This design comes from an exercise in tuning for small area on the open sky130 flow, not from production work. In this exercise RTL edits were held to simulation tests only and were not proved equivalent to the original.

==> inputs of run Z <==
==> flow/design.v (excerpt) <==
module Config (CLK, RST, Rx, ComActive, ReceiveLED, s_clk, s_data, SelfWriteData, SelfWriteStrobe, ConfigWriteData, ConfigWriteStrobe, FrameAddressRegister, LongFrameStrobe, RowSelect);
	input CLK;
	input RST;  
	input Rx;
	output ComActive;
	output ReceiveLED;
	input s_clk;
	input s_data;
	input [31:0] SelfWriteData;
	input SelfWriteStrobe;
	output [31:0] ConfigWriteData;
	output ConfigWriteStrobe;
	output reg [31:0] FrameAddressRegister;
	output LongFrameStrobe;
	output [4:0] RowSelect;
	localparam TimeOutEnd = 15'h5922;  
	localparam TestFileChecksum = 20'h4FB00;
	localparam WaitForStartBit=4'b0000, DelayAfterStartBit=4'b0001, GetBit0=4'b1000, GetStopBit=4'b0010;
	localparam Idle=3'b000, GetID_00=3'b001, GetID_AA=3'b011, GetID_FF=3'b010, GetCommand=3'b110, EvalCommand=3'b111, GetData=3'b101;
	reg RxLocal;
	reg [4:0] ComCount;
	reg [3:0] ComState;
	reg [7:0] ReceivedWord;      
	reg [2:0] PresentState;
	reg HeaderOK_HexMode;
	reg [14:0] TimeOutCounter;   
	reg [1:0] ByteStage;         
	reg [1:0] GetWordState;
	reg [31:0] UART_WriteData;   
	reg [19:0] CRCReg;
	reg UART_LED;
	reg [21:0] blink;            
	reg blink_bit;               
	wire ComTick = ComCount[4] & ~ComCount[2] & ~ComCount[1] & ComCount[0];  
	wire InWait = ~ComState[3] & ~ComState[1] & ~ComState[0];
	wire InStop = ~ComState[3] & ComState[1];
	wire StopTick = InStop & ComTick;
	wire [14:0] TimeOut = TimeOutCounter ^ 15'h2AAA;
	wire [21:0] blink_s = blink ^ 22'h2AAAAA;
	wire TimeToSend = (TimeOut == TimeOutEnd);
	wire blink_zero = (blink_s[20:0] == 21'd0);
	wire TimeOutReload = (PresentState == Idle) | InStop;
	wire TimeOutKeep = ~TimeOutReload;
	wire NotRST = ~RST;
	wire [14:0] TimeOutNext;
	wire [21:0] blink_next;
	assign TimeOutNext[0] = TimeOutReload | (TimeOut[14] ^ TimeOut[13]);
	assign blink_next[0] = NotRST & (blink_s[21] ^ blink_s[20] ^ blink_zero);
	genvar gs;
	generate
		for (gs = 1; gs < 15; gs = gs + 1) begin : g_timeout
			if (gs % 2) begin : g_odd    
  ...
Settings: LEC_CHECK=0, CAP_MARGIN=20, CORE_MARGIN=2, CORE_UTILIZATION=65, PLACE_DENSITY=0.75, SLEW_MARGIN=20, SYNTH_HIERARCHICAL=1; clock period 10.0 ns.
standard.sh (not shown) runs the stock make flow with config.mk's settings and CLKGATE_MAP_FILE= SYNTH_SCRIPT=/design/flow/synth_recipe.tcl, a recipe that flattens the netlist after the stock synthesis.
==> flow/flow/run.sh <==
#!/bin/bash
# The standard layout (the standard.sh: standard synthesis, floorplan, power grid,
# tap cells, placement, CTS, routing), with two changes to how cells are chosen:
#  - the port buffers that every input and output gets are sky130_fd_sc_hd__buf_1
#  - CTS uses clkbuf_8 leaf clusters of at most 18 sinks and inserts no dummy loads
# ORFS writes each step's full log under orfs/logs/; make's own output goes to flow_make.log.
set -euo pipefail
bash standard.sh \
  "BUFFER_PORTS_ARGS=-buffer_cell sky130_fd_sc_hd__buf_1" \
  "CTS_ARGS=-sink_clustering_enable -repair_clock_nets -dont_use_dummy_load -buf_list sky130_fd_sc_hd__clkbuf_8 -sink_clustering_size 18 -sink_clustering_max_diameter 60" \
  finish > flow_make.log 2>&1
==> run E: changes against run Z <==
==> flow/flow/run.sh (replaced) <==
#!/bin/bash
# The standard layout (the standard.sh: standard synthesis, floorplan, power grid,
# tap cells, placement, CTS, routing), with two changes to how cells are chosen:
#  - the port buffers that every input and output gets are sky130_fd_sc_hd__buf_1
#  - CTS uses clkbuf_16 leaf clusters of at most 30 sinks and inserts no dummy loads
# ORFS writes each step's full log under orfs/logs/; make's own output goes to flow_make.log.
set -euo pipefail
bash standard.sh \
  "BUFFER_PORTS_ARGS=-buffer_cell sky130_fd_sc_hd__buf_1" \
  "CTS_ARGS=-sink_clustering_enable -repair_clock_nets -dont_use_dummy_load -buf_list sky130_fd_sc_hd__clkbuf_16 -sink_clustering_size 30 -sink_clustering_max_diameter 60" \
  finish > flow_make.log 2>&1
==> results by group <==
Drt
  – Vias/cell: 6.15
  – Met3 routed wirelength: 1020 um

STA
  – Final hold slack: 0.282 ns

Finish
  – Register share of the cell area: 0.511
  – Area added between synthesis and finish: 10.1%
  – Clock-cell share: 0.0251
  – Fin area: 9340 um2
  – Final core utilization: 0.737

Setup path
  – CP required: 10.34 ns

Global route
  – All-Layer GR Usage: 0.258

Outcome
  – Run status: timing/DRC/antenna clean

CTS
  – Worst-skew pair later-pin latency: 0.52 ns
the above is filed under run Z

==> results by group <==
Finish
  – Fin area: 9460 um2
  – Area added between synthesis and finish: 11.5%
  – Clock-cell share: 0.0370

Outcome
  – Run status: timing/DRC/antenna clean

Setup path
  – CP required: ~10 ns

Drt
  – Vias/cell: 6.20

CTS
  – Worst-skew pair later-pin latency: 0.48 ns
  – H-tree depth: 1
the above is filed under run E

separate check: timing with driven ports:
In the flow no input, the clock included, has a driving cell. The finished layouts below were timed again as built, in two steps. Step 1 (the two cells are an assumption about what drives the block):
set clk [get_ports {CLK}]
set_driving_cell -lib_cell sky130_fd_sc_hd__clkbuf_16 $clk
set_driving_cell -lib_cell sky130_fd_sc_hd__buf_2 [delete_from_list [all_inputs] $clk]
Step 2 times the ports against the registers' clock, not the clock port: input delays grow and output delays shrink by t, the midpoint of the rising clock arrivals with the driver on. Slacks: ideal ports / drivers / drivers and shift; pairs: ideal ports / drivers.
run	t (ns)	slack for setup (ns)	clock arrival spread, ns
run Z	0.531	4.258 / 4.258 / 4.258	0.062 / 0.062
run E	0.495	4.239 / 4.239 / 4.239	0.055 / 0.056
After both steps every run listed still meets setup and hold.
